From an optimization exercise on the open Yosys and OpenROAD flow, aimed at small area; shortcuts taken in it are not production practice.
RTL that was checked went through simulation tests only; none was proved equivalent to the original.
The clock port is modelled as an ideal driver, which makes a skipped or thinned clock tree look cheaper than it is; a real chip needs a root buffer or a tree.

## wip/amber
==> module midi_custom, before the edit <==
module midi_custom(
    input  logic       clk,
    input  logic       serial,
    input  logic       rst_n,
    output logic [7:0] note,        
    output logic [7:0] note_now);   
    logic [3:0]  ph;
    logic [1:0]  byte_count;
    localparam logic [10:0] SEED = 11'd1972;
    logic [10:0] count;
    localparam logic [10:0] POL = 11'b10101010101;
    logic [10:0] cnt_q;
    assign count = cnt_q ^ POL;
    wire is_bit = ~ph[3];
    wire idle   = ph == 4'd10;
    wire start  = ph == 4'd11;
    wire stop   = ph == 4'd9;
    wire half   = (count & 11'b10110011011) == 11'b10110011011;   
    wire full   = (count & 11'b11111011011) == 11'b11100010011;   
    wire wrap   = byte_count == 2'd3;
    wire adv    = idle ? ~serial : is_bit ? full : (start | stop) ? half : 1'b1;
    wire we     = is_bit & full & (byte_count == 2'd1);
    localparam logic [7:0] SPOL = 8'h22;
    logic [7:0] note_q;
    assign note = note_q ^ SPOL;
    always_comb begin
        note_now = note;
        if (we) note_now[ph[2:0]] = serial;
        if (!rst_n) note_now = 8'b0;
    end
    always_ff @(posedge clk) begin
        note_q <= note_now ^ SPOL;
        cnt_q <= POL ^ ((idle | adv | wrap) ? SEED : {count[9:0], ~(count[10] ^ count[8])});
        if (!rst_n) begin
            ph <= 4'd10;
            byte_count <= 2'd0;
        end else begin
            if (adv) ph <= (ph == 4'd11) ? 4'd0 : ph + 4'd1;
            if (ph == 4'd8) byte_count <= byte_count + 2'd1;
            if (wrap) byte_count <= 2'd0;
        end
    end
endmodule
==> module leap_in, before the edit <==
module leap_in(
    input  logic       clk,
    input  logic       serial,
    input  logic       rst_n,
    output logic [7:0] byte18,
    output logic [7:0] byte19);
    localparam logic [7:0] SPOL = 8'h22;
    logic [7:0] b18_q, b19_q;
    logic [7:0] b18_d, b19_d;
    assign byte18 = b18_q ^ SPOL;
    assign byte19 = b19_q ^ SPOL;
    logic [3:0]  ph;
    logic [4:0]  byte_count;
    localparam logic [10:0] SEED = 11'd1972;
    logic [10:0] count;
    localparam logic [10:0] POL = 11'b10101010101;
    logic [10:0] cnt_q;
    assign count = cnt_q ^ POL;
    wire is_bit = ~ph[3];
    wire idle   = ph == 4'd10;
    wire start  = ph == 4'd11;
    wire stop   = ph == 4'd9;
    wire half   = (count & 11'b10110011011) == 11'b10110011011;   
    wire full   = (count & 11'b11111011011) == 11'b11100010011;   
    wire wrap   = byte_count == 5'd20;
    wire adv    = idle ? ~serial : is_bit ? full : (start | stop) ? half : 1'b1;
    wire we     = is_bit & full;
    always_comb begin
        b18_d = byte18;
        b19_d = byte19;
        if (we && byte_count == 5'd18) b18_d[ph[2:0]] = serial;
        if (we && byte_count == 5'd19) b19_d[ph[2:0]] = serial;
        if (!rst_n) begin
            b18_d = 8'b0;
            b19_d = 8'b0;
        end
    end
    always_ff @(posedge clk) begin
        b18_q <= b18_d ^ SPOL;
        b19_q <= b19_d ^ SPOL;
        cnt_q <= POL ^ ((idle | adv | wrap) ? SEED : {count[9:0], ~(count[10] ^ count[8])});
        if (!rst_n) begin
            ph <= 4'd10;
            byte_count <= 5'd0;
        end else begin
            if (adv) ph <= (ph == 4'd11) ? 4'd0 : ph + 4'd1;
            if (ph == 4'd8) byte_count <= byte_count + 5'd1;
            if (wrap) byte_count <= 5'd0;
        end
    end
endmodule
clock: 10.0 ns
lec_check: 0
abc_area: 1
cap_margin: 20
core_margin: 2
core_utilization: 70
slew_margin: 20
standard.sh (not shown) runs the stock make flow with config.mk's settings and CLKGATE_MAP_FILE= SYNTH_SCRIPT=/design/flow/synth_recipe.tcl, a recipe that flattens the netlist after the stock synthesis.
==> flow/flow/run.sh <==
#!/bin/bash
# The standard flow (standard.sh's make line) with these changes:
#  - synthesis: synth_recipe.tcl with a stronger, area-oriented abc script and
#    no half/full adder cells (flow/synth.tcl, flow/abc_area.script)
#  - one tie cell for all constant outputs
#  - port buffers are buf_1
#  - a one-level clock tree: a few clock buffers, each driving the
#    flip-flops near it (flow/clock_tree.tcl), in place of TritonCTS's tree
# make's full output goes to make.log; ORFS's own per-step logs stay under orfs/logs.
set -euo pipefail
export OWN_WORK=$PWD
export OWN_ABC_SCRIPT=$PWD/flow/abc_area.script
export OWN_CLK_GROUPS=4
export OWN_CLK_BUF=sky130_fd_sc_hd__clkbuf_8
sed -e "s|\"\${@:-finish}\"|SYNTH_SCRIPT=\$OWN_WORK/flow/synth.tcl ADDER_MAP_FILE= SKIP_REPAIR_TIE_FANOUT=1 BUFFER_PORTS_ARGS='-buffer_cell sky130_fd_sc_hd__buf_1' PRE_CTS_TCL=\$OWN_WORK/flow/clock_tree.tcl \"\${@:-finish}\"|" standard.sh > own_standard.sh
bash own_standard.sh > make.log 2>&1
Other scripts of this flow, unchanged in this note and not shown: flow/flow/abc_area.script, flow/flow/clock_tree.tcl, flow/flow/synth.tcl
## Diff of input files: wip/willow against wip/amber
--- a/flow/design.v
+++ b/flow/design.v
@@ -45,11 +45,8 @@
     logic [3:0]  ph;
     logic [1:0]  byte_count;
     localparam logic [10:0] SEED = 11'd1972;
     logic [10:0] count;
-    localparam logic [10:0] POL = 11'b10101010101;
-    logic [10:0] cnt_q;
-    assign count = cnt_q ^ POL;
     wire is_bit = ~ph[3];
     wire idle   = ph == 4'd10;
     wire start  = ph == 4'd11;
     wire stop   = ph == 4'd9;
@@ -57,19 +54,16 @@
     wire full   = (count & 11'b11111011011) == 11'b11100010011;   
     wire wrap   = byte_count == 2'd3;
     wire adv    = idle ? ~serial : is_bit ? full : (start | stop) ? half : 1'b1;
     wire we     = is_bit & full & (byte_count == 2'd1);
-    localparam logic [7:0] SPOL = 8'h22;
-    logic [7:0] note_q;
-    assign note = note_q ^ SPOL;
     always_comb begin
         note_now = note;
         if (we) note_now[ph[2:0]] = serial;
         if (!rst_n) note_now = 8'b0;
     end
     always_ff @(posedge clk) begin
-        note_q <= note_now ^ SPOL;
-        cnt_q <= POL ^ ((idle | adv | wrap) ? SEED : {count[9:0], ~(count[10] ^ count[8])});
+        note  <= note_now;
+        count <= (idle | adv | wrap) ? SEED : {count[9:0], ~(count[10] ^ count[8])};
         if (!rst_n) begin
             ph <= 4'd10;
             byte_count <= 2'd0;
         end else begin
@@ -84,20 +78,12 @@
     input  logic       serial,
     input  logic       rst_n,
     output logic [7:0] byte18,
     output logic [7:0] byte19);
-    localparam logic [7:0] SPOL = 8'h22;
-    logic [7:0] b18_q, b19_q;
-    logic [7:0] b18_d, b19_d;
-    assign byte18 = b18_q ^ SPOL;
-    assign byte19 = b19_q ^ SPOL;
     logic [3:0]  ph;
     logic [4:0]  byte_count;
     localparam logic [10:0] SEED = 11'd1972;
     logic [10:0] count;
-    localparam logic [10:0] POL = 11'b10101010101;
-    logic [10:0] cnt_q;
-    assign count = cnt_q ^ POL;
     wire is_bit = ~ph[3];
     wire idle   = ph == 4'd10;
     wire start  = ph == 4'd11;
     wire stop   = ph == 4'd9;
@@ -105,29 +91,21 @@
     wire full   = (count & 11'b11111011011) == 11'b11100010011;   
     wire wrap   = byte_count == 5'd20;
     wire adv    = idle ? ~serial : is_bit ? full : (start | stop) ? half : 1'b1;
     wire we     = is_bit & full;
-    always_comb begin
-        b18_d = byte18;
-        b19_d = byte19;
-        if (we && byte_count == 5'd18) b18_d[ph[2:0]] = serial;
-        if (we && byte_count == 5'd19) b19_d[ph[2:0]] = serial;
-        if (!rst_n) begin
-            b18_d = 8'b0;
-            b19_d = 8'b0;
-        end
-    end
     always_ff @(posedge clk) begin
-        b18_q <= b18_d ^ SPOL;
-        b19_q <= b19_d ^ SPOL;
-        cnt_q <= POL ^ ((idle | adv | wrap) ? SEED : {count[9:0], ~(count[10] ^ count[8])});
+        count <= (idle | adv | wrap) ? SEED : {count[9:0], ~(count[10] ^ count[8])};
         if (!rst_n) begin
             ph <= 4'd10;
             byte_count <= 5'd0;
+            byte18 <= 8'b0;
+            byte19 <= 8'b0;
         end else begin
             if (adv) ph <= (ph == 4'd11) ? 4'd0 : ph + 4'd1;
             if (ph == 4'd8) byte_count <= byte_count + 5'd1;
             if (wrap) byte_count <= 5'd0;
+            if (we && byte_count == 5'd18) byte18[ph[2:0]] <= serial;
+            if (we && byte_count == 5'd19) byte19[ph[2:0]] <= serial;
         end
     end
 endmodule
 module test_program(
Results
wip/willow vs. wip/amber: pre-CTS setup slack went down by 0.11 ns. Summary of wip/willow over wip/amber: height of the chip up 0.54 µm; worst hold slack up 0.030 ns; die area up 1.5%. Measured against each other, wip/willow and wip/amber differ in standard cell core area, the lower figure coming from wip/amber. First-iteration DRC count (wip/willow over wip/amber): increase, about 2.4%. Changes observed in wip/willow relative to wip/amber: routed wire length +32 µm; placer's final routability congestion estimate shrank by about 8%; area share of xor/xnor cells in the synthesized design down 0.77 points. In wip/willow relative to wip/amber, detailed route wirelength on metal3 had gone down by a little under 10%. Summary of wip/willow over wip/amber: number of global-route vias before repair went up 216; via count went up about 2.3%; fraction of final layout cells with drive strength greater than 1 went up 0.66 points; final critical-path share of the clock period went up 1.5 points.
In every run of this note, the design's own scripts or RTL, not TritonCTS, make the clock network.

========
test_program, a different RTL version from the one above (not shown whole).
For scale: roughly 500 cells after synthesis, roughly 64 flip-flops, about 87 I/O pins, roughly 3300 sq um of cells after synthesis.
==> module midi_custom, before the edit <==
module midi_custom(
    input  logic       clk,
    input  logic       serial,
    input  logic       rst_n,
    output logic [7:0] note_q,      
    output logic [7:0] note_now);   
    logic [3:0]  ph, ph_n;
    localparam logic [3:0] PHX = 4'b0111;
    logic [3:0]  ph_q;
    assign ph = ph_q ^ PHX;
    logic [1:0]  byte_count;
    localparam logic [10:0] SEED = 11'd1972;
    logic [10:0] count;
    localparam logic [10:0] POL = 11'b10101010101;
    logic [10:0] cnt_q;
    assign count = cnt_q ^ POL;
    wire is_bit = ~ph[3];
    wire idle   = ph == 4'd10;
    wire start  = ph == 4'd11;
    wire stop   = ph == 4'd9;
    wire half   = (count & 11'b10110011011) == 11'b10110011011;   
    wire full   = (count & 11'b11111011011) == 11'b11100010011;   
    wire wrap   = byte_count == 2'd3;
    wire adv    = idle ? ~serial : is_bit ? full : (start | stop) ? half : 1'b1;
    wire we     = is_bit & full & (byte_count == 2'd1);
    localparam logic [7:0] SPOL = 8'h22;
    logic [7:0] note;
    assign note = note_q ^ SPOL;
    always_comb begin
        note_now = note;
        if (we) note_now[ph[2:0]] = serial;
        if (!rst_n) note_now = 8'b0;
    end
    always_comb begin
        ph_n = ph;
        if (adv) ph_n = (ph == 4'd11) ? 4'd0 : ph + 4'd1;
        if (!rst_n) ph_n = 4'd10;
    end
    always_ff @(posedge clk) begin
        ph_q <= ph_n ^ PHX;
        note_q <= note_now ^ SPOL;
        cnt_q <= POL ^ ((idle | adv | wrap) ? SEED : {count[9:0], ~(count[10] ^ count[8])});
        if (!rst_n) begin
            byte_count <= 2'd0;
        end else begin
            if (ph == 4'd8) byte_count <= byte_count + 2'd1;
            if (wrap) byte_count <= 2'd0;
        end
    end
endmodule
==> module leap_in, before the edit <==
module leap_in(
    input  logic       clk,
    input  logic       serial,
    input  logic       rst_n,
    output logic [7:0] b18_q,      
    output logic [7:0] b19_q);     
    localparam logic [7:0] SPOL = 8'h22;
    logic [7:0] byte18, byte19;
    logic [7:0] b18_d, b19_d;
    assign byte18 = b18_q ^ SPOL;
    assign byte19 = b19_q ^ SPOL;
    logic [3:0]  ph, ph_n;
    localparam logic [3:0] PHX = 4'b0100;
    logic [3:0]  ph_q;
    assign ph = ph_q ^ PHX;
    logic [4:0]  byte_count;
    localparam logic [10:0] SEED = 11'd1972;
    logic [10:0] count;
    localparam logic [10:0] POL = 11'b10101010101;
    logic [10:0] cnt_q;
    assign count = cnt_q ^ POL;
    wire is_bit = ~ph[3];
    wire idle   = ph == 4'd10;
    wire start  = ph == 4'd11;
    wire stop   = ph == 4'd9;
    wire half   = (count & 11'b10110011011) == 11'b10110011011;   
    wire full   = (count & 11'b11111011011) == 11'b11100010011;   
    wire wrap   = byte_count == 5'd20;
    wire adv    = idle ? ~serial : is_bit ? full : (start | stop) ? half : 1'b1;
    wire we     = is_bit & full;
    always_comb begin
        b18_d = byte18;
        b19_d = byte19;
        if (we && byte_count == 5'd18) b18_d[ph[2:0]] = serial;
        if (we && byte_count == 5'd19) b19_d[ph[2:0]] = serial;
        if (!rst_n) begin
            b18_d = 8'b0;
            b19_d = 8'b0;
        end
    end
    always_comb begin
        ph_n = ph;
        if (adv) ph_n = (ph == 4'd11) ? 4'd0 : ph + 4'd1;
        if (!rst_n) ph_n = 4'd10;
    end
    always_ff @(posedge clk) begin
        ph_q <= ph_n ^ PHX;
        b18_q <= b18_d ^ SPOL;
        b19_q <= b19_d ^ SPOL;
        cnt_q <= POL ^ ((idle | adv | wrap) ? SEED : {count[9:0], ~(count[10] ^ count[8])});
        if (!rst_n) begin
            byte_count <= 5'd0;
        end else begin
            if (ph == 4'd8) byte_count <= byte_count + 5'd1;
            if (wrap) byte_count <= 5'd0;
        end
    end
endmodule
clock: 10.0 ns
lec_check: 0
abc_area: 1
cap_margin: 20
core_margin: 2
core_utilization: 70
slew_margin: 20
synth_hierarchical: 1
==> flow/flow/run.sh <==
#!/bin/bash
# The standard flow (standard.sh's make line) with these changes:
#  - one tie cell for all constant outputs
#  - port buffers are buf_1
#  - a one-level clock tree: a few clock buffers, each driving the
#    flip-flops near it (flow/clock_tree.tcl), in place of TritonCTS's tree
# make's full output goes to make.log; ORFS's own per-step logs stay under orfs/logs.
set -euo pipefail
export OWN_WORK=$PWD
export OWN_ABC_SCRIPT=$PWD/flow/abc_area.script
export OWN_CLK_GROUPS=2
export OWN_CLK_BUF=sky130_fd_sc_hd__clkbuf_16
sed -e "s|\"\${@:-finish}\"|SYNTH_SCRIPT=\$OWN_WORK/flow/synth.tcl ADDER_MAP_FILE= SKIP_REPAIR_TIE_FANOUT=1 BUFFER_PORTS_ARGS='-buffer_cell sky130_fd_sc_hd__buf_1' PRE_CTS_TCL=\$OWN_WORK/flow/clock_tree.tcl \"\${@:-finish}\"|" standard.sh > own_standard.sh
bash own_standard.sh > make.log 2>&1
Other scripts of this flow, unchanged in this note and not shown: flow/flow/abc_area.script, flow/flow/clock_tree.tcl, flow/flow/synth.tcl
Change:
--- a/flow/design.v
+++ b/flow/design.v
@@ -114,8 +114,5 @@
     output logic [7:0] note_q,      
     output logic [7:0] note_now);   
-    logic [3:0]  ph, ph_n;
-    localparam logic [3:0] PHX = 4'b0111;
-    logic [3:0]  ph_q;
-    assign ph = ph_q ^ PHX;
+    logic [3:0]  ph;
     logic [1:0]  byte_count;
     localparam logic [10:0] SEED = 11'd1972;
@@ -141,16 +138,12 @@
         if (!rst_n) note_now = 8'b0;
     end
-    always_comb begin
-        ph_n = ph;
-        if (adv) ph_n = (ph == 4'd11) ? 4'd0 : ph + 4'd1;
-        if (!rst_n) ph_n = 4'd10;
-    end
     always_ff @(posedge clk) begin
-        ph_q <= ph_n ^ PHX;
         note_q <= note_now ^ SPOL;
         cnt_q <= POL ^ ((idle | adv | wrap) ? SEED : {count[9:0], ~(count[10] ^ count[8])});
         if (!rst_n) begin
+            ph <= 4'd10;
             byte_count <= 2'd0;
         end else begin
+            if (adv) ph <= (ph == 4'd11) ? 4'd0 : ph + 4'd1;
             if (ph == 4'd8) byte_count <= byte_count + 2'd1;
             if (wrap) byte_count <= 2'd0;
@@ -169,8 +162,5 @@
     assign byte18 = b18_q ^ SPOL;
     assign byte19 = b19_q ^ SPOL;
-    logic [3:0]  ph, ph_n;
-    localparam logic [3:0] PHX = 4'b0100;
-    logic [3:0]  ph_q;
-    assign ph = ph_q ^ PHX;
+    logic [3:0]  ph;
     logic [4:0]  byte_count;
     localparam logic [10:0] SEED = 11'd1972;
@@ -198,17 +188,13 @@
         end
     end
-    always_comb begin
-        ph_n = ph;
-        if (adv) ph_n = (ph == 4'd11) ? 4'd0 : ph + 4'd1;
-        if (!rst_n) ph_n = 4'd10;
-    end
     always_ff @(posedge clk) begin
-        ph_q <= ph_n ^ PHX;
         b18_q <= b18_d ^ SPOL;
         b19_q <= b19_d ^ SPOL;
         cnt_q <= POL ^ ((idle | adv | wrap) ? SEED : {count[9:0], ~(count[10] ^ count[8])});
         if (!rst_n) begin
+            ph <= 4'd10;
             byte_count <= 5'd0;
         end else begin
+            if (adv) ph <= (ph == 4'd11) ? 4'd0 : ph + 4'd1;
             if (ph == 4'd8) byte_count <= byte_count + 5'd1;
             if (wrap) byte_count <= 5'd0;
The changed run ran to the end with no violations.
Final area is about the same.
First-iteration DRC count drops by 32%.
Via count went up by about 0.4%.
Setup slack got worse by 0.82 ns.
Wire length climbs by about 0.9%.
Hold slack gains 0.0034 ns.
The RTL of the first run of this note was laid out without a check of its function. No run of this note takes its clock network from TritonCTS; it comes from the design's own scripts or RTL.

[afterwards: timing with drivers on the ports]
Ports are ideal in the flow. The routed layouts listed here were re-timed in OpenROAD.
Step 1 (the two cells are an assumption about what drives the block):
set clk [get_ports {CLOCK_50}]
set_driving_cell -lib_cell sky130_fd_sc_hd__clkbuf_16 $clk
set_driving_cell -lib_cell sky130_fd_sc_hd__buf_2 [delete_from_list [all_inputs] $clk]
Step 2 also shifts input and output timing later by t, the mid clock arrival at the registers, as if the neighbouring blocks saw the same clock.
Three values: no drivers, after step 1, after step 2; two values: the first two.
| run | t (ns) | slack for setup (ns) | worst setup path at the end | clock arrival spread, ns |
|---|---|---|---|---|
| wip/amber | 0.203 | 4.890 / 4.835 / 5.038 | register to output | 0.024 / 0.024 |
| wip/willow | 0.206 | 4.739 / 4.682 / 4.888 | register to output | 0.023 / 0.024 |
| the first run of note 2 | 0.213 | 4.756 / 4.709 / 4.922 | register to output | 0.009 / 0.008 |
| the second run of note 2 | 0.212 | 3.939 / 3.892 / 4.104 | register to output | 0.027 / 0.026 |
After both steps setup and hold are still met in every run listed.
